From an optimization exercise on the open Yosys and OpenROAD flow, aimed at small area, a short achievable clock period and few clock cycles per item; shortcuts taken in it are not production practice. Only simulation tests tie the RTL to the original design; equivalence was not proved. Power figures rest on the tool's default switching activity, not on a simulated workload.

$ cat design.v
`timescale 1ns / 1ps
module top_k_priority_queue #(
    parameter int K = 8,
    parameter int EMBEDDING_DIM = 2
) (
    input  logic                                    clk,
    input  logic                                    rst_n,
    input  logic                                    push,
    output logic                                    done,
    input  logic [31:0]                             similarity,
    input  logic [31:0]                             doc_index,
    input  logic [EMBEDDING_DIM-1:0][31:0]          vector,
    output logic [K-1:0][31:0]                      topk_similarities,
    output logic [K-1:0][31:0]                      topk_indices,
    output logic [K-1:0][EMBEDDING_DIM-1:0][31:0]   topk_vectors
);
    localparam int W = 64 + 32 * EMBEDDING_DIM;    
    logic [W-1:0] entry [K];
    logic [W-1:0] item;
    logic [K-1:0] above;        
    assign item  = {vector, doc_index, similarity};
    always_ff @(posedge clk or negedge rst_n) begin
        if (!rst_n) done <= 1'b0;
        else if (push) done <= 1'b1;
    end
    for (genvar i = 0; i < K; i++) begin : g_entry
        logic [W-1:0] nxt;
        logic         sel_prev, sel_new, sel_hold;
        topk_gt32 u_cmp (.a(similarity), .b(entry[i][31:0]), .gt(above[i]));
        assign sel_hold = !(push && above[i]);
        if (i == 0) begin : g_first
            assign sel_new = push && above[i];
            topk_sel2 #(.W(W)) u_sel (
                .sel_a(sel_new),  .a(item),
                .sel_b(sel_hold), .b(entry[i]),
                .y(nxt)
            );
        end else begin : g_rest
            assign sel_prev = push && above[i-1];
            assign sel_new  = push && above[i] && !above[i-1];
            topk_sel3 #(.W(W)) u_sel (
                .sel_a(sel_prev), .a(entry[i-1]),
                .sel_b(sel_new),  .b(item),
                .sel_c(sel_hold), .c(entry[i]),
                .y(nxt)
            );
        end
        always_ff @(posedge clk or negedge rst_n) begin
            if (!rst_n) entry[i] <= '0;
            else        entry[i] <= nxt;
        end
        assign topk_similarities[i] = entry[i][31:0];
        assign topk_indices[i]      = entry[i][63:32];
        assign topk_vectors[i]      = entry[i][W-1:64];
    end
endmodule
module topk_sel3 #(
    parameter int W = 128
) (
    input  logic         sel_a,
    input  logic [W-1:0] a,
    input  logic         sel_b,
    input  logic [W-1:0] b,
    input  logic         sel_c,
    input  logic [W-1:0] c,
    output logic [W-1:0] y
);
    logic [W-1:0] ab_n, c_n;
    topk_aoi22 #(.W(W)) u_ab (.s0(sel_a), .d0(a), .s1(sel_b), .d1(b), .y_n(ab_n));
    topk_nand2 #(.W(W)) u_c  (.a({W{sel_c}}), .b(c), .y_n(c_n));
    topk_nand2 #(.W(W)) u_y  (.a(ab_n), .b(c_n), .y_n(y));
endmodule
module topk_aoi22 #(
    parameter int W = 128
) (
    input  logic         s0,
    input  logic [W-1:0] d0,
    input  logic         s1,
    input  logic [W-1:0] d1,
    output logic [W-1:0] y_n
);
    assign y_n = ~(({W{s0}} & d0) | ({W{s1}} & d1));
endmodule
module topk_nand2 #(
    parameter int W = 128
) (
    input  logic [W-1:0] a,
    input  logic [W-1:0] b,
    output logic [W-1:0] y_n
);
    assign y_n = ~(a & b);
endmodule
module topk_sel2 #(
    parameter int W = 128
) (
    input  logic         sel_a,
    input  logic [W-1:0] a,
    input  logic         sel_b,
    input  logic [W-1:0] b,
    output logic [W-1:0] y
);
    assign y = ({W{sel_a}} & a) | ({W{sel_b}} & b);
endmodule
module topk_gt32 (
    input  logic [31:0] a,
    input  logic [31:0] b,
    output logic        gt
);
    logic [31:0] b_n;
    logic [31:0] g0_n, e0_n;
    logic [15:0] g1, e1;
    logic [7:0]  g2_n, e2_n;
    logic [3:0]  g3, e3;
    logic [1:0]  g4_n, e4_n;
    assign b_n = ~b;
    for (genvar j = 0; j < 32; j++) begin : g_l0
        topk_cmp_leaf u (.a(a[j]), .b_n(b_n[j]), .g_n(g0_n[j]), .e_n(e0_n[j]));
    end
    for (genvar j = 0; j < 16; j++) begin : g_l1
        topk_cmp_oai u (.g_hi_n(g0_n[2*j+1]), .e_hi_n(e0_n[2*j+1]),
                        .g_lo_n(g0_n[2*j]), .e_lo_n(e0_n[2*j]), .g(g1[j]), .e(e1[j]));
    end
    for (genvar j = 0; j < 8; j++) begin : g_l2
        topk_cmp_aoi u (.g_hi(g1[2*j+1]), .e_hi(e1[2*j+1]), .g_lo(g1[2*j]), .e_lo(e1[2*j]),
                        .g_n(g2_n[j]), .e_n(e2_n[j]));
    end
    for (genvar j = 0; j < 4; j++) begin : g_l3
        topk_cmp_oai u (.g_hi_n(g2_n[2*j+1]), .e_hi_n(e2_n[2*j+1]),
                        .g_lo_n(g2_n[2*j]), .e_lo_n(e2_n[2*j]), .g(g3[j]), .e(e3[j]));
    end
    for (genvar j = 0; j < 2; j++) begin : g_l4
        topk_cmp_aoi u (.g_hi(g3[2*j+1]), .e_hi(e3[2*j+1]), .g_lo(g3[2*j]), .e_lo(e3[2*j]),
                        .g_n(g4_n[j]), .e_n(e4_n[j]));
    end
    assign gt = !(g4_n[1] && (e4_n[1] || g4_n[0]));
endmodule
module topk_cmp_leaf (
    input  logic a,
    input  logic b_n,
    output logic g_n,
    output logic e_n
);
    assign g_n = !(a && b_n);
    assign e_n = !(a || b_n);
endmodule
module topk_cmp_aoi (
    input  logic g_hi,
    input  logic e_hi,
    input  logic g_lo,
    input  logic e_lo,
    output logic g_n,
    output logic e_n
);
    assign g_n = !(g_hi || (e_hi && g_lo));
    assign e_n = !(g_hi || (e_hi && e_lo));
endmodule
module topk_cmp_oai (
    input  logic g_hi_n,
    input  logic e_hi_n,
    input  logic g_lo_n,
    input  logic e_lo_n,
    output logic g,
    output logic e
);
    assign g = !(g_hi_n && (e_hi_n || g_lo_n));
    assign e = !(g_hi_n && (e_hi_n || e_lo_n));
endmodule
$ cat flow/run.sh
#!/bin/bash
export BUFFER_PORTS_ARGS="-buffer_cell sky130_fd_sc_hd__buf_1"
bash standard.sh > standard.log 2>&1
$ cat standard.sh
#!/bin/bash
# synth_recipe.tcl (not shown) runs the flow's synth.tcl, then flattens the netlist and writes it again
# the make line also repeats each setting of config.mk as NAME=value (left out here)
make -C /OpenROAD-flow-scripts/flow DESIGN_CONFIG=/design/flow/config.mk WORK_HOME=/design/flow/orfs CLKGATE_MAP_FILE= SYNTH_SCRIPT=/design/flow/synth_recipe.tcl "${@:-finish}"
$ cat config.mk
export PLATFORM = sky130hd
export DESIGN_NAME = top_k_priority_queue
export DESIGN_NICKNAME = top_k_priority_queue
export VERILOG_FILES = /design/flow/design.v
export SDC_FILE = /design/flow/constraint.sdc
export NUM_CORES = 4
export LEC_CHECK = 0
export CAP_MARGIN = 40
export CORE_AREA = 5 5 395 395
export DIE_AREA = 0 0 400 400
export PLACE_DENSITY = 0.45
export SETUP_SLACK_MARGIN = 3.9
export SLEW_MARGIN = 50
export SYNTH_HIERARCHICAL = 1
$ cat constraint.sdc
create_clock -name core_clock -period 7.0 [get_ports {clk}]
set_input_delay 1.4000 -clock core_clock [delete_from_list [all_inputs] [get_ports {clk}]]
set_output_delay 1.4000 -clock core_clock [all_outputs]
set_load 0.01 [all_outputs]
==> impl_metrics.csv, run 1 <==
group,metric,value,unit
timing,fin_crit_sh,44.66,%
worst_setup_path,crit_path_frequent_cell,"o21ai_4",
global_route,track_usage,30.31,%
worst_setup_path,crit_start,"similarity[0]",
detailed_routing,ant_nets,0,
pwr,p_leak,29.18,nW
floorplan,die_w,400,um
floorplan,io_pins,1156,
worst_setup_path,crit_chain,"buf_6, nand2_1, o21ai_2, a21oi_1, o21ai_4, a21oi_4, o21ai_4, buf_4, nand2_8, clkbuf_16, a22o_1",
placed_design,io_buffers,1155,
detailed_routing,dr_total_vias,47370,
worst_hold_path,hp-start,"entry[7][124]",
cts,cts_tree,"built",
floorplan,core-area,151500,um2
worst_setup_path,cpPeakStageDelay,0.37,ns
worst_setup_path,crit_path_top_delay_cell,"clkbuf_16",
timing,final_hold_viol_count,0,
worst_setup_path,critPathKind,"input port to flip-flop",
worst_setup_path,rrSetupSlack,4.15,ns
global_route,first_global_vias,44580,
cts,clock_latency,0.76,ns
floorplan,die_area,160000,um2
outcome,outcome,"complete, no violations",
final_layout,final_cells,8754,
timing,setup_viol,0,
logic_synthesis,avgSynthCellArea,9.281,um2
pwr,ir_drop,212.3,uV
cts,cts-root-buf,"clkbuf_16",
worst_setup_path,path_max_fanout,23,
placed_design,dpl.hpwl,170.9,mm
worst_setup_path,crit_path_end_kind,"flip-flop",
placed_design,post_dp_cell_area,56070,um2
detailed_routing,wl_per_cell,30.20,um
cts,clk_pin_slew,0.06,ns
timing,fin_tns_setup,0,ns
timing,fin_worst_skew,0.05301,ns
logic_synthesis,syn_nets,5437,
timing,slew_headroom,50.09,%
worst_setup_path,r2r-end,"entry[5][104]",
detailed_routing,via_per_inst,5.411,
worst_hold_path,hp-class,"flip-flop to flip-flop",
global_route,grt_pass1_wl,352.2,mm
cts,clock_sinks,1025,
final_layout,final_layout_size_suffix_gt1_share,15.25,%
final_layout,stdcell_area,63380,um2
global_route,grt_max_degree,112,
logic_synthesis,synth-warning-count,9,
worst_hold_path,whs_endpoint,"entry[7][124]",
worst_setup_path,crit_arrival,3.73,ns
timing,fin_crit,3.126,ns
final_layout,fin_nets,6748,
worst_setup_path,crit_required,7.61,ns
cts,h-tree-depth,3,
timing,fmax,319.9,MHz
cts,clk_path_buf_depth,3,
logic_synthesis,syn-cell-area,49250,um2
global_route,globalRouteOverflowTotal,0,
pwr,power_density,286.7,nW/um2
detailed_routing,dr.pass1.iters,6,
worst_setup_path,start_kind,"input port",
floorplan,fp.dieH,400,um
worst_setup_path,crit_family,"compound AO/OA/AOI/OAI gates",
worst_setup_path,cp_num_buf_inv,3,
worst_setup_path,rr_startpoint,"entry[4][25]",
detailed_routing,drt-total-wl,264.4,mm
timing,slew_viol_final,0,
final_layout,syn_to_final_growth,28.69,%
worst_setup_path,worst_r2r_path_depth,13,
placed_design,place_inst,8393,
detailed_routing,drt_iter0_drc,4203,
floorplan,start_util,32.50,%
timing,rsz0062_at_grt,"true",
logic_synthesis,synth_cells,5306,
job,cap_violations,0,
timing,tightest_slew,0.7487,ns
cts,numCtsBuffers,120,
worst_hold_path,holdPathStages,2,
detailed_routing,drc,0,
placed_design,place.gp.congestion,0.8486,
global_route,grt_antenna_before_repair,8,
floorplan,rows,143,
==> state kept, by name, indices dropped and copies added, names as in the netlist <==
name   flops
done       1
entry   1024
==> worst max path at each step <==
stage	end	slack, ns	cells past startpoint
after floorplan	entry[1][0]	3.53	9
after global placement	entry[4][2]	1.47	11
after detailed placement	entry[3][125]	1.91	12
after CTS	entry[5][68]	3.89	14
after global routing	entry[0][57]	3.83	12
final	entry[0][57]	3.87	11
==> worst register-to-register path: stages, from the launching register on <==
cell	delay (ns)
dfrtp_1	0.64
inv_1	0.12
nor2_1	0.16
o21ai_1	0.09
a21oi_1	0.24
o21ai_4	0.11
a21oi_2	0.16
o21ai_4	0.08
buf_4	0.16
and3b_4	0.41
clkbuf_16	0.24
clkbuf_16	0.23
a22oi_2	0.08
nand2_1	0.10
==> area by class of cell <==
class / instances / area, um2
tap: 2030 / 2540
clock inverter: 60 / 564.3
clock buffer: 165 / 3332
timing repair buffer: 1406 / 8726
multi-input combinational: 3808 / 21590
inverter: 256 / 960.9
sequential: 1025 / 25650
antenna: 4 / 10.01
fill: 15290 / 88170
==> metal layers <==
layer | up-vias | share of wire, % | global-route usage (%)
li1 | 20920 | - | -
met1 | 23970 | 40 | 38.81
met2 | 2052 | 47 | 49.58
met3 | 425 | 8.3 | 7.423
met4 | 2 | 4.7 | 11.63
met5 | - | 0.0034 | 0
==> through the flow <==
step / hold WS [ns] / power [mW] / worst slack (ns) / util, %
after floorplan: 0.5070 / 9.493 / 3.530 / -
final: 0.4630 / 18.17 / 3.874 / 41.82
after global routing: 0.4758 / 18.95 / 3.834 / 41.82
after detailed placement: 0.4532 / 11.69 / 1.905 / 37.00
after CTS: 0.4663 / 18.15 / 3.885 / 40.73
after global placement: 0.4487 / 11.61 / 1.469 / 36.62
==> what timing repair did <==
action | CTS | global route
hold endpoints to repair | 0 | 0
buffers inserted | 58 | 11
resized for setup | 159 | 180
hold buffers | 0 | 0
endpoints found under the setup margin | 1035 | 944
pin swaps | 9 | 39
cloned | 26 | 34
==> power breakdown <==
| group | internal, mW | switching, mW | total, mW |
|---|---|---|---|
| registers | 6.77 | 0.976 | 7.75 |
| logic | 1.32 | 2.78 | 4.09 |
| clock network | 3.53 | 2.80 | 6.33 |
==> cell usage in the layout (no fill, tap or decap), drive strengths merged <==
cell type and count:
nand2 2061, buf 1362, dfrtp 1025, a22oi 896, o21ai 312, inv 261, nor2 248, clkbuf 203
a21oi 144, a22o 128, clkinv 41, and2 10, clkinvlp 9, and3b 8, bufbuf 6, bufinv 5
diode 4, or2 1
Testbench counts, summed over its fixed seeds: cycles 24,008, items 24,000.
==> run 2: changes to the inputs <==
--- a/config.mk
+++ b/config.mk
@@ -10,5 +10,5 @@
 export DIE_AREA = 0 0 400 400
 export PLACE_DENSITY = 0.45
-export SETUP_SLACK_MARGIN = 3.9
+export SETUP_SLACK_MARGIN = 3.8
 export SLEW_MARGIN = 50
 export SYNTH_HIERARCHICAL = 1
==> run 2 against run 1 <==
Synthesized area stayed put; via count is 0.64% lower; clock skew is 0.0070 ns higher; final cell count is 0.21% lower; sequential share of layout area is 0.49 points higher; clock power hardly changed; worst hold slack hardly changed; largest power group unchanged; final area is 1.2% lower; count of clock-buffer cells in the layout stayed put; first-iteration DRC count is 0.62% higher; still clean on timing, DRC and antenna; utilization is 0.50 points lower; non-clock buffer count is 21 lower.
==> impl_metrics.csv, run 2 <==
group,metric,value,unit
timing,fin_tns_setup,0,ns
global_route,grt_antenna_before_repair,12,
detailed_routing,wl_per_cell,29.57,um
logic_synthesis,avgSynthCellArea,9.281,um2
timing,tightest_slew,0.8065,ns
timing,fmax,314.1,MHz
placed_design,place.gp.congestion,0.8486,
cts,numCtsBuffers,120,
timing,fin_crit_sh,45.49,%
detailed_routing,drc,0,
worst_hold_path,hp-start,"entry[7][124]",
detailed_routing,ant_nets,0,
timing,fin_worst_skew,0.05996,ns
final_layout,top_regs,"entry (1024), done (1)",
global_route,track_usage,29.61,%
worst_setup_path,crit_start,"similarity[1]",
pwr,p_leak,28.90,nW
final_layout,multi_input_area,21330,um2
cts,clk_pin_slew,0.06,ns
logic_synthesis,synth-warning-count,9,
worst_setup_path,crit_path_top_delay_cell,"and3b_4",
outcome,outcome,"complete, no violations",
worst_setup_path,critPathKind,"input port to flip-flop",
logic_synthesis,synth_cells,5306,
cts,clock_latency,0.76,ns
worst_setup_path,crit_chain,"buf_6, nor2_1, o21ai_2, a21oi_1, o21ai_4, a21oi_4, o21ai_4, and3b_4, buf_12, clkbuf_16, a22oi_1, nand2_1",
global_route,globalRouteOverflowTotal,0,
timing,setup_viol,0,
detailed_routing,drt-total-wl,258.3,mm
final_layout,finalCoreUtilization,41.32,%
detailed_routing,dr.pass1.iters,6,
final_layout,final_layout_size_suffix_gt1_share,14.02,%
logic_synthesis,syn-cell-area,49250,um2
final_layout,largest_reg_flops,1024,
worst_hold_path,hp-class,"flip-flop to flip-flop",
cts,clock_sinks,1025,
final_layout,top_register,"entry",
cts,cts_tree,"built",
floorplan,rows,143,
worst_setup_path,cp_num_buf_inv,3,
worst_setup_path,crit_arrival,3.86,ns
timing,final_hold_viol_count,0,
job,cap_violations,0,
worst_setup_path,crit_path_frequent_cell,"o21ai_4",
worst_setup_path,crit_required,7.67,ns
timing,rsz0062_at_grt,"true",
detailed_routing,dr_total_vias,47070,
final_layout,syn_to_final_growth,27.15,%
cts,h-tree-depth,3,
floorplan,start_util,32.50,%
pwr,p_total,18.10,mW
worst_setup_path,crit_path_end_kind,"flip-flop",
worst_setup_path,path_max_fanout,22,
final_layout,fill_cells,15380,
final_layout,fin_nets,6727,
cts,cts-root-buf,"clkbuf_16",
timing,slew_headroom,46.23,%
final_layout,area.sequential,25650,um2
placed_design,io_buffers,1155,
detailed_routing,drt_iter0_drc,4229,
floorplan,die_w,400,um
cts,clk_path_buf_depth,3,
logic_synthesis,syn_nets,5437,
final_layout,final_common_cell,"nand2_1",
detailed_routing,via_per_inst,5.388,
global_route,grt_max_degree,112,
final_layout,final_cell_mix,"2048 x nand2_1, 1118 x buf_1, 1025 x dfrtp_1, 600 x a22oi_1, 296 x a22oi_2",
global_route,grt_pass1_wl,346.0,mm
worst_setup_path,start_kind,"input port",
floorplan,core-area,151500,um2
worst_setup_path,rr_startpoint,"entry[0][7]",
floorplan,die_area,160000,um2
floorplan,io_pins,1156,
floorplan,fp.dieH,400,um
pwr,power_density,289.0,nW/um2
pwr,ir_drop,210.1,uV
timing,slew_viol_final,0,
worst_setup_path,rrSetupSlack,4.08,ns
global_route,first_global_vias,44270,
worst_setup_path,cpPeakStageDelay,0.42,ns
placed_design,dpl.hpwl,170.9,mm
worst_setup_path,crit_family,"compound AO/OA/AOI/OAI gates",
timing,fin_crit,3.184,ns
run 2: timing repair:
item / 4_1_cts / 5_1_grt
gates resized for setup: 96 / 156
hold buffers: 0 / 0
cloned: 18 / 26
pin swaps: 7 / 15
setup endpoints to repair: 1027 / 960
setup buffers: 50 / 15
run 2: power breakdown:
group	internal (mW)	switching [mW]	leakage, nW
combinational	1.28	2.74	13.8
sequential	6.77	0.975	13.2
clock	3.53	2.79	1.91
run 2: final timing paths:
kind | to | depth (start not counted)
min in group asynchronous | entry[3][0] | 1
max | entry[1][73] | 12
max reg2reg | entry[1][73] | 12
min | entry[7][124] | 2
max in group asynchronous | entry[2][57] | 4
min reg2reg | entry[7][124] | 2
run 2: routing by layer:
| layer | GRT usage, % | wire length, um |
|---|---|---|
| met1 | 38.04 | 105600 |
| met2 | 48.55 | 121300 |
| met3 | 7.102 | 20270 |
| met4 | 11.12 | 11110 |
| met5 | 0 | 9 |
run 2: worst min-delay path: stages, from the launching register on:
cell and delay, ns:
dfrtp_1 0.33, nand2_1 0.05, nand2_1 0.05
run 2: final cells by class:
class / count / share of cell area, %
Clock buffer: 165 / 5.321
Timing Repair Buffer: 1385 / 13.13
Clock inverter: 60 / 0.9012
Inverter: 256 / 1.535
Antenna cell: 7 / 0.02797
Tap cell: 2030 / 4.056
Sequential cell: 1025 / 40.96
Multi-Input combinational cell: 3808 / 34.06
run 2: metrics by stage:
stage	instance area (um2)	worst slack [ns]	hold slack, ns	instances
final	62620	3.816	0.4627	8736
after detailed placement	56070	1.905	0.4532	8393
after floorplan	49270	3.530	0.5070	5306
after global placement	55500	1.469	0.4487	8371
after CTS	61170	3.744	0.4663	8686
after global routing	62610	3.752	0.4758	8733
==> run 3: changes to the inputs <==
--- a/design.v
+++ b/design.v
@@ -27,8 +27,8 @@
         logic [W-1:0] nxt;
         logic         sel_prev, sel_new, sel_hold;
-        topk_gt32 u_cmp (.a(similarity), .b(entry[i][31:0]), .gt(above[i]));
-        assign sel_hold = !(push && above[i]);
+        topk_gt32 u_cmp (.en(push), .a(similarity), .b(entry[i][31:0]), .gt(above[i]));
+        assign sel_hold = !above[i];
         if (i == 0) begin : g_first
-            assign sel_new = push && above[i];
+            assign sel_new = above[i];
             topk_sel2 #(.W(W)) u_sel (
                 .sel_a(sel_new),  .a(item),
@@ -37,6 +37,6 @@
             );
         end else begin : g_rest
-            assign sel_prev = push && above[i-1];
-            assign sel_new  = push && above[i] && !above[i-1];
+            assign sel_prev = above[i-1];
+            assign sel_new  = above[i] && !above[i-1];
             topk_sel3 #(.W(W)) u_sel (
                 .sel_a(sel_prev), .a(entry[i-1]),
@@ -103,4 +103,5 @@
 endmodule
 module topk_gt32 (
+    input  logic        en,
     input  logic [31:0] a,
     input  logic [31:0] b,
@@ -114,7 +115,8 @@
     logic [1:0]  g4_n, e4_n;
     assign b_n = ~b;
-    for (genvar j = 0; j < 32; j++) begin : g_l0
+    for (genvar j = 0; j < 31; j++) begin : g_l0
         topk_cmp_leaf u (.a(a[j]), .b_n(b_n[j]), .g_n(g0_n[j]), .e_n(e0_n[j]));
     end
+    topk_cmp_leaf_en u_l0_msb (.en(en), .a(a[31]), .b_n(b_n[31]), .g_n(g0_n[31]), .e_n(e0_n[31]));
     for (genvar j = 0; j < 16; j++) begin : g_l1
         topk_cmp_oai u (.g_hi_n(g0_n[2*j+1]), .e_hi_n(e0_n[2*j+1]),
@@ -144,4 +146,14 @@
     assign e_n = !(a || b_n);
 endmodule
+module topk_cmp_leaf_en (
+    input  logic en,
+    input  logic a,
+    input  logic b_n,
+    output logic g_n,
+    output logic e_n
+);
+    assign g_n = !(en && a && b_n);
+    assign e_n = !(en && (a || b_n));
+endmodule
 module topk_cmp_aoi (
     input  logic g_hi,
--- a/config.mk
+++ b/config.mk
@@ -8,7 +8,9 @@
 export CAP_MARGIN = 40
 export CORE_AREA = 5 5 395 395
+export CTS_CLUSTER_DIAMETER = 80
+export CTS_CLUSTER_SIZE = 50
 export DIE_AREA = 0 0 400 400
 export PLACE_DENSITY = 0.45
-export SETUP_SLACK_MARGIN = 3.8
+export SETUP_SLACK_MARGIN = 3.9
 export SLEW_MARGIN = 50
 export SYNTH_HIERARCHICAL = 1
==> run 3 against run 2 <==
Count of clock-buffer cells in the layout decreased by 83; critical endpoint is now entry[6][5]; global-route usage fell by 0.058 points; synthesized area decreased by 0.11%; final cell count increased by 0.14%; flip-flop and latch count did not move; still clean on timing, DRC and antenna; via count rose by 2.4%.
==> impl_metrics.csv, run 3 <==
group,metric,value,unit
global_route,grt_pass1_wl,345.7,mm
logic_synthesis,synth_cells,5297,
detailed_routing,ant_nets,0,
placed_design,place.gp.congestion,0.8642,
global_route,grt_max_degree,114,
timing,fin_crit,3.180,ns
cts,h-tree-depth,3,
global_route,grt_antenna_before_repair,13,
detailed_routing,via_per_inst,5.511,
worst_setup_path,r2r-end,"entry[6][5]",
worst_setup_path,worst_r2r_path_depth,15,
logic_synthesis,avgSynthCellArea,9.287,um2
timing,slew_headroom,49.23,%
placed_design,io_buffers,1155,
final_layout,largest_reg_flops,1024,
worst_setup_path,crit_arrival,3.82,ns
floorplan,start_util,32.46,%
worst_hold_path,hp-start,"entry[7][87]",
cts,clock_sinks,1025,
detailed_routing,drt_iter0_drc,4287,
worst_hold_path,hp-class,"flip-flop to flip-flop",
final_layout,final_common_cell,"nand2_1",
worst_setup_path,crit_start,"similarity[31]",
detailed_routing,dr_total_vias,48210,
timing,fin_worst_skew,0.06444,ns
timing,fin_tns_setup,0,ns
detailed_routing,wl_per_cell,30.79,um
worst_hold_path,holdPathStages,2,
global_route,track_usage,29.56,%
worst_setup_path,rrSetupSlack,4.23,ns
final_layout,final_layout_size_suffix_gt1_share,17.14,%
final_layout,syn_to_final_growth,31.33,%
logic_synthesis,syn_nets,5428,
pwr,ir_drop,313.0,uV
cts,cts-root-buf,"clkbuf_16",
timing,rsz0062_at_grt,"true",
timing,fin_crit_sh,45.43,%
final_layout,stdcell_area,64600,um2
worst_setup_path,path_max_fanout,8,
timing,tightest_slew,0.7615,ns
worst_setup_path,crit_path_end_kind,"flip-flop",
global_route,globalRouteOverflowTotal,0,
pwr,power_density,718.5,nW/um2
detailed_routing,drc,0,
final_layout,top_regs,"entry (1024), done (1)",
pwr,p_leak,28.05,nW
detailed_routing,drt-total-wl,269.3,mm
floorplan,die_w,400,um
final_layout,final_cell_mix,"2038 x nand2_1, 1112 x buf_1, 1025 x dfrtp_1, 524 x a22oi_1, 372 x a22oi_2",
placed_design,dpl.hpwl,165.9,mm
job,cap_violations,0,
timing,final_hold_viol_count,0,
timing,setup_slack,3.820,ns
cts,clk_pin_slew,0.09,ns
timing,setup_viol,0,
outcome,outcome,"complete, no violations",
timing,fmax,314.5,MHz
floorplan,die_area,160000,um2
cts,clock_latency,0.74,ns
placed_design,post_dp_cell_area,56370,um2
floorplan,fp.dieH,400,um
floorplan,rows,143,
timing,slew_viol_final,0,
placed_design,place_ws,1.869,ns
floorplan,core-area,151500,um2
cts,cts_tree,"built",
global_route,first_global_vias,44630,
logic_synthesis,synth-warning-count,9,
worst_setup_path,rr_startpoint,"entry[5][31]",
logic_synthesis,syn-cell-area,49190,um2
worst_hold_path,whs_endpoint,"entry[7][87]",
detailed_routing,dr.pass1.iters,7,
cts,clk_path_buf_depth,3,
final_layout,fill_cells,15380,
floorplan,io_pins,1156,
worst_setup_path,critPathKind,"input port to flip-flop",
worst_setup_path,crit_required,7.64,ns
final_layout,fin_nets,6781,
worst_setup_path,start_kind,"input port",
final_layout,top_register,"entry",
cts,numCtsBuffers,74,
==> run 3: where the power goes <==
part / internal, mW / switching (mW)
registers: 9.29 / 3.56
clock network: 2.29 / 2.76
logic: 10.8 / 17.7
==> run 3: worst max path at each step <==
stage	to	slack (ns)	cells after the start
final	entry[6][5]	3.82	16
after global routing	entry[6][22]	3.79	15
after CTS	entry[6][2]	3.86	14
after detailed placement	entry[5][0]	1.87	11
after global placement	entry[4][70]	1.56	11
after floorplan	entry[6][100]	3.25	9
==> run 3: worst max-delay path, cell delays in order <==
cell	delay [ns]
buf_16	0.12
buf_12	0.13
o21ai_4	0.20
o21ai_4	0.09
a21oi_2	0.21
o21ai_2	0.11
buf_4	0.15
a21oi_4	0.13
o21ai_4	0.10
buf_6	0.13
and2b_4	0.34
buf_12	0.18
buf_4	0.16
clkbuf_16	0.16
a22oi_1	0.07
nand2_1	0.10
==> run 3: cell type report <==
cell class              count  area [um2]  share of cell area [%]
inverters                 264        1044                   1.615
flip-flops and latches   1025       25650                   39.70
repair buffers           1499       10630                   16.46
multi-input cells        3784       21970                   34.01
repair inverters            2       20.02                 0.03099
diodes                      7       17.52                 0.02711
clock inverters            55       787.0                   1.218
clock buffers              82        1944                   3.010
well taps                2030        2540                   3.932
==> run 3: through the flow <==
step                      util (%)  instances  hold WS (ns)  power (mW)
after global routing         42.63       8748        0.4936       48.86
after CTS                    40.37       8622        0.4776       43.20
after global placement       36.77       8380        0.4514       34.97
after detailed placement     37.20       8402        0.4565       35.76
after floorplan                  -       5297        0.5039       26.31
final                        42.63       8748        0.4716       46.42
==> run 3: what timing repair did <==
action / in CTS / in global routing
gates cloned: 31 / 74
setup endpoints to repair: 1024 / 936
pin swaps: 19 / 155
resized for setup: 181 / 333
hold buffers: 0 / 0
setup buffers: 52 / 43
hold endpoints to repair: 0 / 0
==> run 3: routing by layer <==
metal / vias to the layer above / wire (um) / track usage, %
met3: 440 / 22830 / 7.996
met2: 2097 / 129100 / 49.05
met1: 24700 / 105000 / 37.13
met5: - / 13 / 0
li1: 20970 / - / -
met4: 2 / 12370 / 10.49
Testbench counts of run 3, summed over its fixed seeds: cycles 24,008, items 24,000.
==> run 4: changes to the inputs <==
--- a/design.v
+++ b/design.v
@@ -27,8 +27,8 @@
         logic [W-1:0] nxt;
         logic         sel_prev, sel_new, sel_hold;
-        topk_gt32 u_cmp (.en(push), .a(similarity), .b(entry[i][31:0]), .gt(above[i]));
-        assign sel_hold = !above[i];
+        topk_gt32 u_cmp (.a(similarity), .b(entry[i][31:0]), .gt(above[i]));
+        assign sel_hold = !(push && above[i]);
         if (i == 0) begin : g_first
-            assign sel_new = above[i];
+            assign sel_new = push && above[i];
             topk_sel2 #(.W(W)) u_sel (
                 .sel_a(sel_new),  .a(item),
@@ -37,6 +37,6 @@
             );
         end else begin : g_rest
-            assign sel_prev = above[i-1];
-            assign sel_new  = above[i] && !above[i-1];
+            assign sel_prev = push && above[i-1];
+            assign sel_new  = push && above[i] && !above[i-1];
             topk_sel3 #(.W(W)) u_sel (
                 .sel_a(sel_prev), .a(entry[i-1]),
@@ -103,5 +103,4 @@
 endmodule
 module topk_gt32 (
-    input  logic        en,
     input  logic [31:0] a,
     input  logic [31:0] b,
@@ -115,24 +114,31 @@
     logic [1:0]  g4_n, e4_n;
     assign b_n = ~b;
-    for (genvar j = 0; j < 31; j++) begin : g_l0
+    topk_cmp_leaf_g u_l0_lsb (.a(a[0]), .b_n(b_n[0]), .g_n(g0_n[0]));
+    assign e0_n[0] = 1'b0;
+    for (genvar j = 1; j < 32; j++) begin : g_l0
         topk_cmp_leaf u (.a(a[j]), .b_n(b_n[j]), .g_n(g0_n[j]), .e_n(e0_n[j]));
     end
-    topk_cmp_leaf_en u_l0_msb (.en(en), .a(a[31]), .b_n(b_n[31]), .g_n(g0_n[31]), .e_n(e0_n[31]));
-    for (genvar j = 0; j < 16; j++) begin : g_l1
+    topk_cmp_oai_g u_l1_lsb (.g_hi_n(g0_n[1]), .e_hi_n(e0_n[1]), .g_lo_n(g0_n[0]), .g(g1[0]));
+    assign e1[0] = 1'b0;
+    for (genvar j = 1; j < 16; j++) begin : g_l1
         topk_cmp_oai u (.g_hi_n(g0_n[2*j+1]), .e_hi_n(e0_n[2*j+1]),
                         .g_lo_n(g0_n[2*j]), .e_lo_n(e0_n[2*j]), .g(g1[j]), .e(e1[j]));
     end
-    for (genvar j = 0; j < 8; j++) begin : g_l2
+    topk_cmp_aoi_g u_l2_lsb (.g_hi(g1[1]), .e_hi(e1[1]), .g_lo(g1[0]), .g_n(g2_n[0]));
+    assign e2_n[0] = 1'b0;
+    for (genvar j = 1; j < 8; j++) begin : g_l2
         topk_cmp_aoi u (.g_hi(g1[2*j+1]), .e_hi(e1[2*j+1]), .g_lo(g1[2*j]), .e_lo(e1[2*j]),
                         .g_n(g2_n[j]), .e_n(e2_n[j]));
     end
-    for (genvar j = 0; j < 4; j++) begin : g_l3
+    topk_cmp_oai_g u_l3_lsb (.g_hi_n(g2_n[1]), .e_hi_n(e2_n[1]), .g_lo_n(g2_n[0]), .g(g3[0]));
+    assign e3[0] = 1'b0;
+    for (genvar j = 1; j < 4; j++) begin : g_l3
         topk_cmp_oai u (.g_hi_n(g2_n[2*j+1]), .e_hi_n(e2_n[2*j+1]),
                         .g_lo_n(g2_n[2*j]), .e_lo_n(e2_n[2*j]), .g(g3[j]), .e(e3[j]));
     end
-    for (genvar j = 0; j < 2; j++) begin : g_l4
-        topk_cmp_aoi u (.g_hi(g3[2*j+1]), .e_hi(e3[2*j+1]), .g_lo(g3[2*j]), .e_lo(e3[2*j]),
-                        .g_n(g4_n[j]), .e_n(e4_n[j]));
-    end
+    topk_cmp_aoi_g u_l4_lsb (.g_hi(g3[1]), .e_hi(e3[1]), .g_lo(g3[0]), .g_n(g4_n[0]));
+    assign e4_n[0] = 1'b0;
+    topk_cmp_aoi u_l4_msb (.g_hi(g3[3]), .e_hi(e3[3]), .g_lo(g3[2]), .e_lo(e3[2]),
+                           .g_n(g4_n[1]), .e_n(e4_n[1]));
     assign gt = !(g4_n[1] && (e4_n[1] || g4_n[0]));
 endmodule
@@ -146,13 +152,26 @@
     assign e_n = !(a || b_n);
 endmodule
-module topk_cmp_leaf_en (
-    input  logic en,
+module topk_cmp_leaf_g (
     input  logic a,
     input  logic b_n,
-    output logic g_n,
-    output logic e_n
+    output logic g_n
 );
-    assign g_n = !(en && a && b_n);
-    assign e_n = !(en && (a || b_n));
+    assign g_n = !(a && b_n);
+endmodule
+module topk_cmp_aoi_g (
+    input  logic g_hi,
+    input  logic e_hi,
+    input  logic g_lo,
+    output logic g_n
+);
+    assign g_n = !(g_hi || (e_hi && g_lo));
+endmodule
+module topk_cmp_oai_g (
+    input  logic g_hi_n,
+    input  logic e_hi_n,
+    input  logic g_lo_n,
+    output logic g
+);
+    assign g = !(g_hi_n && (e_hi_n || g_lo_n));
 endmodule
 module topk_cmp_aoi (
--- a/config.mk
+++ b/config.mk
@@ -8,6 +8,6 @@
 export CAP_MARGIN = 40
 export CORE_AREA = 5 5 395 395
-export CTS_CLUSTER_DIAMETER = 80
-export CTS_CLUSTER_SIZE = 50
+export CTS_CLUSTER_DIAMETER = 70
+export CTS_CLUSTER_SIZE = 40
 export DIE_AREA = 0 0 400 400
 export PLACE_DENSITY = 0.45
==> run 4 against run 3 <==
Synthesized cell count rose by 0.17%; register-to-register slack got worse by 0.03 ns; highest routed layer unchanged; synthesized area rose by 0.23%; first-iteration DRC count fell by 18%; final area fell by 2.6%; wire length fell by 8.2%; worst setup slack improved by 0.051 ns; still clean.
==> impl_metrics.csv, run 4 <==
group,metric,value,unit
final_layout,fill_cells,15400,
pwr,intPower,11.16,mW
detailed_routing,drt-met1-wl,101.3,mm
timing,rsz0062_at_grt,"true",
worst_setup_path,path_max_fanout,16,
detailed_routing,drt-total-wl,247.3,mm
cts,cts-root-buf,"clkbuf_16",
floorplan,rows,143,
timing,fin_crit,3.129,ns
final_layout,top_regs,"entry (1024), done (1)",
global_route,globalRouteOverflowTotal,0,
placed_design,io_buffers,1155,
worst_setup_path,crit_required,7.62,ns
logic_synthesis,syn_nets,5437,
logic_synthesis,synth_common_cells,"2056 x nand2_1, 1025 x dfrtp_1, 602 x a22oi_1, 312 x o21ai_1, 294 x a22oi_2",
final_layout,final_common_cell,"nand2_1",
pwr,pwr-share-seq,43.2,%
timing,fin_worst_skew,0.05973,ns
worst_setup_path,start_kind,"input port",
logic_synthesis,synth_largest_area_cell,"dfrtp_1",
logic_synthesis,synth_cells,5306,
logic_synthesis,synth.area.top_cells,"dfrtp_1 52%, nand2_1 16%, a22oi_1 9.2%, a22oi_2 7.5%, o21ai_1 3.2%",
logic_synthesis,synth-edff-count,0,
detailed_routing,dr_total_vias,46840,
pwr,clkPwrFrac,34.2,%
detailed_routing,via_per_inst,5.362,
logic_synthesis,synth-warning-count,9,
global_route,grt_pass1_wl,336.7,mm
worst_setup_path,crit_path_end_kind,"flip-flop",
logic_synthesis,yosys.area.top_type_share,52.02,%
final_layout,top_register,"entry",
timing,setup_viol,0,
detailed_routing,dr.pass1.iters,8,
worst_setup_path,critPathKind,"input port to flip-flop",
timing,tightest_slew,0.8050,ns
final_layout,final_layout_size_suffix_gt1_share,14.94,%
placed_design,place_inst,8418,
worst_setup_path,crit_arrival,3.75,ns
global_route,first_global_vias,44260,
floorplan,die_area,160000,um2
detailed_routing,top_layer_used,"met5",
placed_design,place.gp.congestion,0.8579,
cts,clock_sinks,1025,
detailed_routing,wl_met2,115.6,mm
job,cap_violations,0,
worst_hold_path,hp-class,"flip-flop to flip-flop",
pwr,p_sw_share,37.29,%
logic_synthesis,yosysSeqAreaShare,52.02,%
floorplan,start_util,32.54,%
pwr,ir_drop,245.5,uV
cts,h-tree-depth,3,
final_layout,area.sequential,25650,um2
cts,clk_path_buf_depth,3,
floorplan,fp.dieH,400,um
final_layout,largest_reg_flops,1024,
final_layout,syn_to_final_growth,27.64,%
cts,cts_tree,"built",
logic_synthesis,avgSynthCellArea,9.293,um2
pwr,power_density,282.6,nW/um2
timing,slew_headroom,46.33,%
cts,numCtsBuffers,98,
final_layout,final_cells,8736,
outcome,outcome,"complete, no violations",
logic_synthesis,synthDistinctLibCells,16,
global_route,grt_antenna_before_repair,17,
floorplan,die_w,400,um
logic_synthesis,ys_ff_latch,1025,
pwr,p_leak,29.09,nW
timing,final_hold_viol_count,0,
floorplan,io_pins,1156,
detailed_routing,drc,0,
logic_synthesis,syn-cell-area,49310,um2
logic_synthesis,async_flop_share,100.0,%
timing,fin_tns_setup,0,ns
floorplan,core-area,151500,um2
timing,slew_viol_final,0,
final_layout,multi_input_area,21380,um2
detailed_routing,drt_iter0_drc,3503,
timing,fmax,319.6,MHz
placed_design,dpl.hpwl,165.5,mm
global_route,track_usage,28.61,%
cts,clock_latency,0.77,ns
logic_synthesis,synthFlopType,"dfrtp_1",
detailed_routing,wl_per_cell,28.31,um
final_layout,fin_nets,6745,
timing,fin_crit_sh,44.70,%
timing,hold_slack,0.4653,ns
detailed_routing,met3WireLength,19.07,mm
logic_synthesis,yosysMostFrequentCell,"nand2_1",
pwr,p_sw,6.633,mW
detailed_routing,ant_nets,0,
final_layout,final_cell_mix,"2048 x nand2_1, 1106 x buf_1, 1025 x dfrtp_1, 588 x a22oi_1, 308 x a22oi_2",
cts,clk_pin_slew,0.07,ns
pwr,combPwrFrac,22.6,%
global_route,grt_max_degree,113,
[run 4: cell type report]
type                    instances  area share [%]
clock inverters                81           1.710
inverters                     256           1.527
repair buffers               1422           13.96
multi-input cells            3811           33.97
clock buffers                 105           4.020
diodes                          6         0.02386
well taps                    2030           4.036
flip-flops and latches       1025           40.75
[run 4: path summary, 6_finish.rpt]
path                                from       endpoint  slack, ns  cells past startpoint
max in group asynchronous          rst_n   entry[7][26]       4.65                      5
max                        similarity[0]   entry[6][54]       3.87                     12
min in group asynchronous          rst_n  entry[6][124]       0.58                      1
max reg2reg                  entry[5][1]   entry[6][54]       4.20                     12
min                         entry[7][83]   entry[7][83]       0.47                      2
min reg2reg                 entry[7][83]   entry[7][83]       0.47                      2
[run 4: worst max-delay path: stages]
cell and delay, ns:
buf_4 0.21, nand2_1 0.12, o21ai_2 0.22, a21oi_2 0.11, o21ai_2 0.24, a21oi_4 0.11, o21ai_4 0.30, and3b_4 0.29
buf_12 0.17, clkbuf_16 0.25, a22oi_1 0.17, nand2_1 0.07
[run 4: layer usage]
| layer | track usage (%) | vias up |
|---|---|---|
| met5 | 0 | - |
| met4 | 11.21 | 6 |
| met3 | 7.354 | 382 |
| met2 | 46.35 | 1726 |
| met1 | 36.71 | 23810 |
| li1 | - | 20920 |
[run 4: cell families (layout without fill, tap and decap cells)]
kind of cell	count (synthesis)	count (layout)	synth area share (%)
compound gates	1480	1480	24.14
buf+inv	482	1864	6.075
flops	1025	1025	52.02
other cells	0	6	0
simple gates	2319	2331	17.77
[run 4: repair_timing]
item,4_1_cts,5_1_grt
hold buffers,0,0
endpoints found under the hold margin,0,0
setup endpoints to repair,1033,893
pin swaps,9,32
gates cloned,21,33
gates resized for setup,132,150
setup buffers,51,17
[run 4: per-module statistics from Yosys, one instance, submodules excluded, a selection]
module                cells  flip-flops and latches  times used
topk_cmp_aoi              2                       0          64
topk_cmp_leaf             2                       0         248
topk_cmp_leaf_g           1                       0           8
topk_cmp_aoi_g            1                       0          16
topk_cmp_oai_g            1                       0          16
top_k_priority_queue   1050                    1025           1
topk_gt32                33                       0           8
[run 4: stage by stage]
| step | worst slack [ns] | utilization, % | power [mW] | instance area [um2] |
|---|---|---|---|---|
| 4_1_cts | 3.852 | 40.50 | 17.82 | 61370 |
| 5_1_grt | 3.862 | 41.53 | 18.58 | 62930 |
| 3_3_place_gp | 1.521 | 36.76 | 11.53 | 55710 |
| 2_1_floorplan | 3.530 | - | 9.501 | 49330 |
| 6_report | 3.871 | 41.53 | 17.79 | 62940 |
| 3_5_place_dp | 1.745 | 37.16 | 11.61 | 56320 |
[run 4: power groups by stage]
stage,Clock [mW],Combinational [mW],Sequential (mW)
2_1_floorplan,0,1.58,7.92
3_3_place_gp,0,3.77,7.76
3_5_place_dp,0,3.84,7.77
4_1_cts,6.20,3.95,7.67
5_1_grt,6.43,4.37,7.79
6_report,6.09,4.01,7.69
Testbench counts of run 4, summed over its fixed seeds: cycles 24,008, items 24,000.
==> run 5: changes to the inputs <==
--- a/config.mk
+++ b/config.mk
@@ -6,5 +6,5 @@
 export NUM_CORES = 4
 export LEC_CHECK = 0
-export CAP_MARGIN = 40
+export CAP_MARGIN = 20
 export CORE_AREA = 5 5 395 395
 export CTS_CLUSTER_DIAMETER = 70
@@ -13,4 +13,4 @@
 export PLACE_DENSITY = 0.45
 export SETUP_SLACK_MARGIN = 3.9
-export SLEW_MARGIN = 50
+export SLEW_MARGIN = 20
 export SYNTH_HIERARCHICAL = 1
==> run 5 against run 4 <==
Register-to-register slack got worse by 0.08 ns; final area increased by 1.3%; critical endpoint is now entry[6][77]; worst hold slack got worse by 0.00087 ns; worst setup slack got worse by 0.0088 ns; utilization up 0.55 points; maximum frequency shrank 0.28%; critical path depth grew 3; global-route usage increased by 1.4 points; power is essentially flat.
==> impl_metrics.csv, run 5 <==
group,metric,value,unit
detailed_routing,ant_nets,0,
logic_synthesis,avgSynthCellArea,9.293,um2
logic_synthesis,synth-edff-count,0,
timing,fmax,318.7,MHz
cts,clk_pin_slew,0.09,ns
timing,final_hold_viol_count,0,
logic_synthesis,synth_cells,5306,
timing,slew_headroom,20.08,%
logic_synthesis,synth-warning-count,9,
placed_design,place.gp.congestion,0.8579,
timing,fin_tns_setup,0,ns
pwr,p_leak,29.32,nW
floorplan,fp.dieH,400,um
logic_synthesis,async_flop_share,100.0,%
logic_synthesis,synthDistinctLibCells,16,
timing,slew_viol_final,0,
cts,numCtsBuffers,98,
cts,clk_path_buf_depth,3,
detailed_routing,dr_total_vias,48020,
timing,fin_crit_sh,44.83,%
timing,tightest_slew,1.199,ns
timing,fin_crit,3.138,ns
final_layout,final_common_cell,"nand2_1",
logic_synthesis,synth.area.top_cells,"dfrtp_1 52%, nand2_1 16%, a22oi_1 9.2%, a22oi_2 7.5%, o21ai_1 3.2%",
detailed_routing,wl_per_cell,30.05,um
pwr,ir_drop,245.8,uV
floorplan,rows,143,
worst_setup_path,crit_start,"similarity[18]",
job,cap_violations,0,
floorplan,die_w,400,um
outcome,outcome,"complete, no violations",
timing,rsz0062_at_grt,"true",
detailed_routing,dr.pass1.iters,7,
cts,clock_latency,0.77,ns
pwr,power_density,279.1,nW/um2
worst_setup_path,crit_path_end_kind,"flip-flop",
worst_setup_path,crit_end,"entry[6][77]",
worst_setup_path,rrSetupSlack,4.12,ns
final_layout,top_regs,"entry (1024), done (1)",
worst_hold_path,hp-class,"flip-flop to flip-flop",
worst_setup_path,start_kind,"input port",
placed_design,post_dp_cell_area,55720,um2
floorplan,die_area,160000,um2
logic_synthesis,syn_nets,5437,
detailed_routing,drc,0,
cts,h-tree-depth,3,
logic_synthesis,synth_largest_area_cell,"dfrtp_1",
placed_design,dpl.hpwl,160.8,mm
worst_setup_path,crit_required,7.61,ns
worst_setup_path,crit_arrival,3.74,ns
logic_synthesis,yosys.area.top_type_share,52.02,%
timing,fin_worst_skew,0.07225,ns
final_layout,top_register,"entry",
floorplan,io_pins,1156,
logic_synthesis,yosysMostFrequentCell,"nand2_1",
final_layout,fin_nets,6794,
floorplan,start_util,32.54,%
cts,clock_sinks,1025,
cts,cts-root-buf,"clkbuf_16",
worst_setup_path,path_max_fanout,12,
global_route,grt_max_degree,139,
global_route,track_usage,30.00,%
logic_synthesis,synthFlopType,"dfrtp_1",
final_layout,syn_to_final_growth,29.33,%
placed_design,io_buffers,1155,
logic_synthesis,synth_common_cells,"2056 x nand2_1, 1025 x dfrtp_1, 602 x a22oi_1, 312 x o21ai_1, 294 x a22oi_2",
global_route,first_global_vias,44510,
global_route,globalRouteOverflowTotal,0,
detailed_routing,drt-total-wl,263.9,mm
floorplan,core-area,151500,um2
final_layout,final_layout_size_suffix_gt1_share,16.91,%
cts,cts_tree,"built",
final_layout,stdcell_area,63770,um2
final_layout,final_cell_mix,"2044 x nand2_1, 1107 x buf_1, 1025 x dfrtp_1, 541 x a22oi_1, 355 x a22oi_2",
final_layout,largest_reg_flops,1024,
logic_synthesis,ys_ff_latch,1025,
worst_setup_path,critPathKind,"input port to flip-flop",
logic_synthesis,syn-cell-area,49310,um2
timing,setup_viol,0,
detailed_routing,via_per_inst,5.469,
worst_setup_path,rr_startpoint,"entry[5][1]",
logic_synthesis,yosysSeqAreaShare,52.02,%
worst_setup_path,r2r-end,"entry[6][77]",
worst_setup_path,worst_r2r_path_depth,14,
global_route,grt_pass1_wl,348.4,mm
global_route,grt_antenna_before_repair,15,
detailed_routing,drt_iter0_drc,4272,
[run 5: cell types whose count changed in the layout (fill, tap and decap cells not counted), sizes merged, moves of 3 or more]
| cell | before | now |
|---|---|---|
| inv | 294 | 302 |
| nand2 | 2061 | 2070 |
| buf | 1381 | 1404 |
| and3b | 8 | 13 |
| bufinv | 7 | 4 |
| and2 | 13 | 17 |
| clkbuf | 140 | 145 |
[run 5: layout make-up]
type | instances | area, um2
diodes | 4 | 10.01
clock buffers | 100 | 2460
well taps | 2030 | 2540
flip-flops and latches | 1025 | 25650
inverters | 256 | 960.9
multi-input cells | 3829 | 22020
clock inverters | 84 | 1081
repair buffers | 1453 | 9052
fillers | 15340 | 87780
[run 5: how the worst min path moves through the flow]
stage,startpoint,end,slack [ns],cells after the start
global placement,entry[7][89],entry[7][89],0.45,2
CTS,entry[7][85],entry[7][85],0.47,2
floorplan,entry[7][100],entry[7][100],0.51,2
finish,entry[7][85],entry[7][85],0.46,2
detailed placement,done,done,0.45,1
global route,entry[7][89],entry[7][89],0.49,2
[run 5: critical path, cell delays in order]
cell and delay, ns:
clkbuf_4 0.18, buf_12 0.17, nor2_2 0.05, o21ai_2 0.17
a21oi_2 0.08, o21ai_1 0.16, a21oi_2 0.09, o21ai_4 0.18
buf_6 0.15, buf_4 0.10, and3b_4 0.22, buf_12 0.14
clkbuf_16 0.19, a22oi_1 0.35, nand2_1 0.09
[run 5: stage by stage]
step | std cells | power (mW) | hold slack, ns | worst slack (ns) | utilization, %
3_5_place_dp | 8396 | 11.57 | 0.4521 | 1.608 | 36.77
6_report | 8781 | 17.80 | 0.4644 | 3.862 | 42.08
5_1_grt | 8779 | 18.54 | 0.4860 | 3.854 | 42.08
3_3_place_gp | 8395 | 11.53 | 0.4479 | 1.521 | 36.76
2_1_floorplan | 5306 | 9.501 | 0.5070 | 3.530 | -
4_1_cts | 8701 | 17.75 | 0.4682 | 3.837 | 40.64
[run 5: timing repair]
action | in CTS | in global routing
buffers inserted | 78 | 34
hold buffers | 0 | 0
endpoints found under the setup margin | 1034 | 937
pin swaps | 24 | 77
cloned | 43 | 42
resized for setup | 251 | 230
[run 5: where the power goes]
| group | switching (mW) | internal [mW] | total [mW] | leakage, nW |
|---|---|---|---|---|
| logic | 2.77 | 1.32 | 4.10 | 14.4 |
| registers | 0.939 | 6.76 | 7.70 | 13.2 |
| clock network | 3.07 | 2.94 | 6.00 | 1.71 |
[run 5: per-module statistics from Yosys (local to each module, per instance), excerpt]
| module | times used | cell area, um2 |
|---|---|---|
| top_k_priority_queue | 1 | 25810 |
| topk_gt32 | 8 | 125.1 |
| topk_cmp_aoi | 64 | 13.76 |
| topk_cmp_oai | 144 | 10.01 |
| topk_cmp_aoi_g | 16 | 8.758 |
| topk_cmp_leaf | 248 | 7.507 |
| topk_cmp_oai_g | 16 | 5.005 |
| topk_cmp_leaf_g | 8 | 3.754 |
[run 5: cells by family after synthesis]
group                  Yosys count  synth area share [%]
and+or+nand+nor               2319                 17.77
AOI/OAI and AO/OA             1480                 24.14
DFF                           1025                 52.02
buffers and inverters          482                 6.075
[run 5: routing by layer]
metal,vias to the layer above,wire [um],track usage [%]
met1,24530,108100,38.58
met3,444,21820,8.126
met2,2005,121400,48.20
met4,4,12610,11.72
li1,21040,-,-
met5,-,19,0
==> run 6: changes to the inputs <==
--- a/config.mk
+++ b/config.mk
@@ -6,11 +6,11 @@
 export NUM_CORES = 4
 export LEC_CHECK = 0
-export CAP_MARGIN = 20
-export CORE_AREA = 5 5 395 395
+export CAP_MARGIN = 40
+export CORE_AREA = 5 5 355 355
 export CTS_CLUSTER_DIAMETER = 70
 export CTS_CLUSTER_SIZE = 40
-export DIE_AREA = 0 0 400 400
-export PLACE_DENSITY = 0.45
+export DIE_AREA = 0 0 360 360
+export PLACE_DENSITY = 0.55
 export SETUP_SLACK_MARGIN = 3.9
-export SLEW_MARGIN = 20
+export SLEW_MARGIN = 50
 export SYNTH_HIERARCHICAL = 1
==> run 6 against run 5 <==
Die area is 19% lower; synthesized cell count stayed put; largest cell class unchanged; sequential share of layout area is 0.86 points higher; clock power is 13% lower; critical path depth stayed put.
==> impl_metrics.csv, run 6 <==
group,metric,value,unit
floorplan,rows,128,
logic_synthesis,muxShareOfSynthArea,0,%
logic_synthesis,synth-edff-count,0,
logic_synthesis,synthFlopType,"dfrtp_1",
detailed_routing,via_per_inst,5.794,
detailed_routing,drc,0,
timing,rsz0062_at_grt,"true",
detailed_routing,met3WireLength,24.19,mm
pwr,clkPwrFrac,30.8,%
final_layout,final_common_cell,"nand2_1",
timing,fin_crit,3.117,ns
logic_synthesis,yosys.area_share.simple,17.77,%
final_layout,fill_cells,11560,
global_route,globalRouteOverflowTotal,0,
cts,clk_pin_slew,0.08,ns
floorplan,die_area,129600,um2
job,cap_violations,0,
logic_synthesis,synth_compound_area_share,24.14,%
logic_synthesis,syn_nets,5437,
final_layout,syn_to_final_growth,26.61,%
timing,fin_crit_sh,44.53,%
placed_design,place_inst,7979,
pwr,power_density,272.2,nW/um2
detailed_routing,drt-total-wl,242.8,mm
worst_setup_path,crit_path_end_kind,"flip-flop",
pwr,ir_drop,207.9,uV
placed_design,io_buffers,1155,
timing,fmax,320.8,MHz
detailed_routing,drt_iter0_drc,5314,
final_layout,top_register,"entry",
detailed_routing,dr_total_vias,48040,
detailed_routing,top_layer_used,"met5",
logic_synthesis,synth_largest_area_cell,"dfrtp_1",
cts,cts_tree,"built",
worst_setup_path,crit_arrival,3.67,ns
timing,setup_viol,0,
logic_synthesis,async_flop_share,100.0,%
final_layout,largest_reg_flops,1024,
worst_setup_path,cpPeakStageDelay,0.27,ns
logic_synthesis,yosysSeqAreaShare,52.02,%
final_layout,fin_nets,6718,
worst_setup_path,critPathKind,"input port to flip-flop",
logic_synthesis,synth_cells,5306,
outcome,outcome,"complete, no violations",
cts,clock_sinks,1025,
pwr,p_sw_share,37.30,%
logic_synthesis,syn-cell-area,49310,um2
floorplan,core-area,121700,um2
floorplan,io_pins,1156,
cts,clk_path_buf_depth,3,
pwr,p_leak,28.92,nW
logic_synthesis,synth_common_cells,"2056 x nand2_1, 1025 x dfrtp_1, 602 x a22oi_1, 312 x o21ai_1, 294 x a22oi_2",
timing,fin_tns_setup,0,ns
timing,tightest_slew,0.7740,ns
logic_synthesis,ys_ff_latch,1025,
worst_setup_path,crit_chain,"buf_4, buf_12, nor2_1, o21ai_1, a21oi_2, o21ai_2, a21oi_2, o21ai_4, buf_6, and3b_4, buf_12, clkbuf_16, buf_4, a22oi_2, nand2_1",
placed_design,dpl.hpwl,155.8,mm
detailed_routing,drt-met1-wl,94.57,mm
final_layout,final_cell_mix,"2048 x nand2_1, 1118 x buf_1, 1025 x dfrtp_1, 579 x a22oi_1, 317 x a22oi_2",
global_route,grt_pass1_wl,326.2,mm
cts,h-tree-depth,3,
logic_synthesis,synth_fa_ha_area_share,0,%
placed_design,place.gp.congestion,0.9044,
cts,clock_latency,0.70,ns
global_route,grt_antenna_before_repair,15,
logic_synthesis,synth_xor_area_share,0,%
detailed_routing,wl_per_cell,29.29,um
global_route,grt_max_degree,91,
cts,ctsHoldBuffers,0,
cts,cts-root-buf,"clkbuf_16",
worst_hold_path,hp-class,"flip-flop to flip-flop",
worst_setup_path,crit_required,7.55,ns
worst_setup_path,crit_path_top_delay_cell,"o21ai_4",
pwr,intPower,10.66,mW
logic_synthesis,synth.area.top_cells,"dfrtp_1 52%, nand2_1 16%, a22oi_1 9.2%, a22oi_2 7.5%, o21ai_1 3.2%",
floorplan,die_w,360,um
pwr,combPwrFrac,23.9,%
final_layout,final_layout_size_suffix_gt1_share,14.86,%
final_layout,final_cells,8291,
timing,final_hold_viol_count,0,
logic_synthesis,yosysMostFrequentCell,"nand2_1",
detailed_routing,wl_met2,108.9,mm
cts,numCtsBuffers,83,
global_route,track_usage,33.48,%
timing,slew_viol_final,0,
logic_synthesis,synthDistinctLibCells,16,
detailed_routing,dr.pass1.iters,6,
logic_synthesis,yosys.area.top_type_share,52.02,%
timing,slew_headroom,48.40,%
floorplan,fp.dieH,360,um
logic_synthesis,synth_top_family_by_area,"compound AO/OA/AOI/OAI gates",
floorplan,start_util,40.51,%
final_layout,top_regs,"entry (1024), done (1)",
logic_synthesis,synth-warning-count,9,
logic_synthesis,avgSynthCellArea,9.293,um2
timing,fin_worst_skew,0.05389,ns
worst_setup_path,start_kind,"input port",
pwr,p_sw,6.339,mW
detailed_routing,ant_nets,0,
worst_setup_path,path_max_fanout,6,
global_route,first_global_vias,44080,
pwr,pwr-share-seq,45.2,%
run 6: changes by cell type in the layout (fill, tap and decap cells not counted), moves of 9 or more:
cell,delta
buf_16,+18
a22oi_2,-38
buf_1,+11
o21ai_2,-9
inv_8,-11
buf_4,-63
a22oi_1,+38
run 6: cell families after synthesis:
group / count (synthesis)
flops: 1025
compound gates: 1480
buf+inv: 482
simple gates: 2319
run 6: repair_timing:
item	4_1_cts	5_1_grt
pin swaps	12	37
buffers inserted	48	24
setup endpoints to repair	1025	962
gates resized for setup	119	237
gates cloned	22	54
run 6: power by group through the flow:
stage	Combinational [mW]	Clock, mW	Sequential (mW)
3_3_place_gp	3.67	0	7.74
2_1_floorplan	1.58	0	7.92
6_report	4.07	5.24	7.69
5_1_grt	4.37	5.55	7.78
4_1_cts	3.88	5.30	7.65
3_5_place_dp	3.78	0	7.75
run 6: through the flow:
stage	instance area, um2	utilization (%)	total power [mW]	hold WS [ns]	setup WS [ns]
4_1_cts	60060	49.35	16.83	0.4692	3.848
3_3_place_gp	54840	45.05	11.41	0.4475	1.617
5_1_grt	62420	51.28	17.69	0.4865	3.846
6_report	62430	51.29	17.00	0.4696	3.883
2_1_floorplan	49330	-	9.501	0.5070	3.530
3_5_place_dp	55620	45.69	11.53	0.4538	2.002
run 6: final timing paths:
| check | start | slack (ns) | depth (start not counted) | to |
|---|---|---|---|---|
| setup / recovery | similarity[5] | 3.88 | 15 | entry[5][92] |
| hold reg to reg | entry[7][34] | 0.47 | 2 | entry[7][34] |
| hold / removal | entry[7][34] | 0.47 | 2 | entry[7][34] |
| setup reg to reg | entry[4][7] | 4.32 | 14 | entry[5][92] |
| max in group asynchronous | rst_n | 4.95 | 4 | entry[6][29] |
| min in group asynchronous | rst_n | 0.64 | 1 | entry[4][125] |
run 6: worst max-delay path, delay by kind of cell:
family	cells	cell delay [ns]
AOI/OAI and AO/OA	6	1.00
buffers and inverters	6	0.90
and+or+nand+nor	3	0.36
run 6: routing by layer:
| metal | vias to the layer above | global-route usage (%) |
|---|---|---|
| met5 | - | 0 |
| met4 | 4 | 16.75 |
| met3 | 510 | 7.959 |
| met2 | 2561 | 52.71 |
| met1 | 24120 | 43.45 |
| li1 | 20840 | - |
run 6: cell type report:
class                           instances  area [um2]  area share, %
Clock inverter                         65       780.7          1.251
Multi-Input combinational cell       3806       21520          34.48
Timing Repair Buffer                 1415        9283          14.87
Tap cell                             1625        2033          3.257
Antenna cell                           10       25.02        0.04008
Inverter                              256       960.9          1.539
Sequential cell                      1025       25650          41.09
Clock buffer                           89        2172          3.479
run 6: Yosys stat by module (local to each module, per instance), excerpt:
module	cell area, um2	copies in the design
topk_cmp_leaf_g	3.754	8
topk_gt32	125.1	8
topk_cmp_aoi	13.76	64
topk_cmp_oai_g	5.005	16
topk_cmp_oai	10.01	144
topk_cmp_aoi_g	8.758	16
top_k_priority_queue	25810	1
topk_cmp_leaf	7.507	248
==> run 7: changes to the inputs <==
--- a/config.mk
+++ b/config.mk
@@ -12,5 +12,5 @@
 export DIE_AREA = 0 0 360 360
 export PLACE_DENSITY = 0.55
-export SETUP_SLACK_MARGIN = 3.9
+export SETUP_SLACK_MARGIN = 3.85
 export SLEW_MARGIN = 50
 export SYNTH_HIERARCHICAL = 1
==> run 7 against run 6 <==
Still clean on timing, DRC and antenna; combinational power decreased by 2%; clock power barely moved; sequential share of layout area grew 0.62 points; sequential power barely moved; synthesized area unchanged; die area is the same; non-clock buffer count is 25 lower; final area fell by 1.5%; largest power group unchanged; highest routed layer unchanged.
==> impl_metrics.csv, run 7 <==
group,metric,value,unit
final_layout,top_register,"entry",
worst_hold_path,hp-start,"entry[7][73]",
global_route,gr-usage-met3,7.914,%
timing,tightest_slew,0.7845,ns
final_layout,finalCoreUtilization,50.53,%
final_layout,top_regs,"entry (1024), done (1)",
placed_design,place_inst,7979,
global_route,met2_usage,52.39,%
timing,fin_tns_setup,0,ns
floorplan,fp.dieH,360,um
worst_setup_path,rr_startpoint,"entry[4][31]",
final_layout,final_cells,8265,
global_route,grt_max_degree,91,
cts,h-tree-depth,3,
logic_synthesis,synth_common_cells,"2056 x nand2_1, 1025 x dfrtp_1, 602 x a22oi_1, 312 x o21ai_1, 294 x a22oi_2",
floorplan,die_area,129600,um2
timing,setup_viol,0,
logic_synthesis,synth-edff-count,0,
cts,clock_sinks,1025,
worst_setup_path,critPathKind,"input port to flip-flop",
floorplan,die_w,360,um
logic_synthesis,synthDistinctLibCells,16,
placed_design,io_buffers,1155,
worst_setup_path,cpPeakStageDelay,0.25,ns
floorplan,rows,128,
placed_design,place.gp.congestion,0.9044,
logic_synthesis,yosys.area.top_type_share,52.02,%
detailed_routing,dr.pass1.iters,6,
placed_design,dpl.hpwl,155.8,mm
global_route,grtUsageMet1,43.33,%
global_route,globalRouteOverflowTotal,0,
pwr,ir_drop,205.4,uV
detailed_routing,drc,0,
final_layout,fin_nets,6692,
cts,cts_tree,"built",
logic_synthesis,synth-warning-count,9,
timing,fin_worst_skew,0.05120,ns
worst_setup_path,start_kind,"input port",
timing,fin_crit_sh,45.15,%
worst_setup_path,r2r-end,"entry[5][85]",
worst_hold_path,hp-class,"flip-flop to flip-flop",
logic_synthesis,yosys.area_share.simple,17.77,%
worst_setup_path,path_max_fanout,32,
worst_setup_path,crit_path_top_delay_cell,"clkbuf_16",
logic_synthesis,synth_compound_area_share,24.14,%
logic_synthesis,syn-cell-area,49310,um2
logic_synthesis,synth_cells,5306,
final_layout,final_layout_size_suffix_gt1_share,14.01,%
pwr,p_total,16.90,mW
logic_synthesis,synth_xor_area_share,0,%
cts,numCtsBuffers,83,
logic_synthesis,muxShareOfSynthArea,0,%
final_layout,largest_reg_flops,1024,
floorplan,core-area,121700,um2
cts,cts-root-buf,"clkbuf_16",
detailed_routing,drt-total-wl,234.8,mm
worst_setup_path,worst_r2r_path_depth,13,
worst_setup_path,cp_num_buf_inv,6,
logic_synthesis,synth.area.top_cells,"dfrtp_1 52%, nand2_1 16%, a22oi_1 9.2%, a22oi_2 7.5%, o21ai_1 3.2%",
floorplan,io_pins,1156,
logic_synthesis,yosysMostFrequentCell,"nand2_1",
pwr,power_density,274.9,nW/um2
cts,clk_pin_slew,0.09,ns
global_route,track_usage,33.29,%
timing,fin_crit,3.161,ns
outcome,outcome,"complete, no violations",
detailed_routing,via_per_inst,5.739,
final_layout,final_common_cell,"nand2_1",
global_route,first_global_vias,43930,
logic_synthesis,synth_top_family_by_area,"compound AO/OA/AOI/OAI gates",
global_route,grt_pass1_wl,324.9,mm
logic_synthesis,ys_ff_latch,1025,
worst_setup_path,crit_path_end_kind,"flip-flop",
worst_setup_path,rrSetupSlack,4.31,ns
timing,final_hold_viol_count,0,
timing,slew_headroom,47.70,%
job,cap_violations,0,
worst_setup_path,crit_family,"buffers and inverters",
timing,slew_viol_final,0,
final_layout,final_cell_mix,"2048 x nand2_1, 1123 x buf_1, 1025 x dfrtp_1, 584 x a22oi_1, 312 x a22oi_2",
logic_synthesis,async_flop_share,100.0,%
detailed_routing,dr_total_vias,47430,
worst_hold_path,whs_endpoint,"entry[7][73]",
worst_hold_path,holdPathStages,2,
global_route,grt_busiest_layer,"met2",
pwr,p_leak,28.57,nW
detailed_routing,wl_per_cell,28.41,um
cts,clock_latency,0.70,ns
cts,clk_path_buf_depth,3,
logic_synthesis,syn_nets,5437,
timing,fmax,316.4,MHz
final_layout,syn_to_final_growth,24.73,%
worst_setup_path,crit_chain,"buf_2, buf_12, nor2_1, o21ai_2, a21oi_2, o21ai_2, a21oi_2, o21ai_4, buf_4, nand2_8, buf_16, buf_16, clkbuf_16, nand2_1, nand2_1",
logic_synthesis,yosysSeqAreaShare,52.02,%
global_route,grt_antenna_before_repair,15,
detailed_routing,drt_iter0_drc,4975,
logic_synthesis,avgSynthCellArea,9.293,um2
worst_setup_path,crit_required,7.56,ns
logic_synthesis,synth_largest_area_cell,"dfrtp_1",
worst_setup_path,crit_arrival,3.72,ns
timing,rsz0062_at_grt,"true",
detailed_routing,ant_nets,0,
floorplan,start_util,40.51,%
logic_synthesis,synth_fa_ha_area_share,0,%
logic_synthesis,synthFlopType,"dfrtp_1",
run 7: changes by cell type in the layout (fill, tap and decap cells not counted), moves of 7 or more:
cell / previous run / this run
nor2_1: 228 / 243
buf_12: 59 / 46
a21oi_2: 104 / 96
nor2_2: 18 / 5
a21oi_1: 39 / 46
buf_4: 72 / 88
clkbuf_16: 130 / 108
run 7: final cells by class:
| cell class | instances | area, um2 |
|---|---|---|
| fillers | 11650 | 60220 |
| repair buffers | 1390 | 8461 |
| clock inverters | 65 | 780.7 |
| clock buffers | 89 | 2172 |
| diodes | 10 | 25.02 |
| flip-flops and latches | 1025 | 25650 |
| well taps | 1625 | 2033 |
| multi-input cells | 3805 | 21420 |
| inverters | 256 | 960.9 |
run 7: repair_timing:
action,CTS,global route
hold endpoints to repair,0,0
cloned,19,27
pin swaps,12,18
buffers inserted,39,37
endpoints found under the setup margin,1024,882
hold buffers,0,0
resized for setup,102,161
run 7: metal layers:
layer  share of wire, %  up-vias  routed length, um
li1                   -    20780                  -
met1                 39    23830              92420
met2                 45     2310             106300
met3                9.2      505              21560
met4                6.2        6              14460
met5              0.020        -                 46
run 7: worst max path at each step:
stage | startpoint | end | slack (ns) | cells after the start
floorplan | similarity[26] | entry[1][0] | 3.53 | 9
global placement | similarity[15] | entry[2][18] | 1.62 | 12
detailed placement | similarity[0] | entry[2][18] | 2.00 | 11
CTS | similarity[30] | entry[5][92] | 3.82 | 13
global route | similarity[10] | entry[1][28] | 3.79 | 14
finish | similarity[6] | entry[4][59] | 3.84 | 15
run 7: cell families after synthesis:
family | Yosys count
AND/OR/NAND/NOR | 2319
flip-flops | 1025
AO/OA/AOI/OAI | 1480
buffers and inverters | 482
run 7: per-module statistics from Yosys (local to each module, per instance), a selection:
| module | area, um2 | flip-flops and latches |
|---|---|---|
| top_k_priority_queue | 25810 | 1025 |
| topk_gt32 | 125.1 | 0 |
| topk_cmp_aoi | 13.76 | 0 |
| topk_cmp_oai | 10.01 | 0 |
| topk_cmp_aoi_g | 8.758 | 0 |
| topk_cmp_leaf | 7.507 | 0 |
| topk_cmp_oai_g | 5.005 | 0 |
| topk_cmp_leaf_g | 3.754 | 0 |
run 7: worst reg2reg max path, cell delays in order (launching register included):
cell,delay (ns)
dfrtp_1,0.40
inv_1,0.07
nor2_1,0.20
o21ai_2,0.11
a21oi_1,0.23
o21ai_2,0.15
a21oi_2,0.20
o21ai_4,0.11
buf_6,0.14
and3b_4,0.38
buf_12,0.21
buf_16,0.21
a22oi_1,0.13
nand2_1,0.09
run 7: report_power, final:
part / internal (mW) / switching (mW)
Clock: 2.55 / 2.68
Sequential: 6.76 / 0.926
Combinational: 1.31 / 2.67
run 7: metrics by stage:
| stage | instance area, um2 | worst slack, ns | hold WS, ns |
|---|---|---|---|
| after detailed placement | 55620 | 2.002 | 0.4538 |
| after global routing | 61490 | 3.792 | 0.4865 |
| final | 61500 | 3.839 | 0.4698 |
| after CTS | 59890 | 3.818 | 0.4692 |
| after floorplan | 49330 | 3.530 | 0.5070 |
| after global placement | 54840 | 1.617 | 0.4475 |

Re-timed with assumed drivers on the ports (clkbuf_16 on the clock, buf_2 on other inputs), run 7 has 3.851 ns of setup slack against 3.839 ns with ideal ports, and 3.129 ns once port delays also move by the mid clock arrival of 0.760 ns.
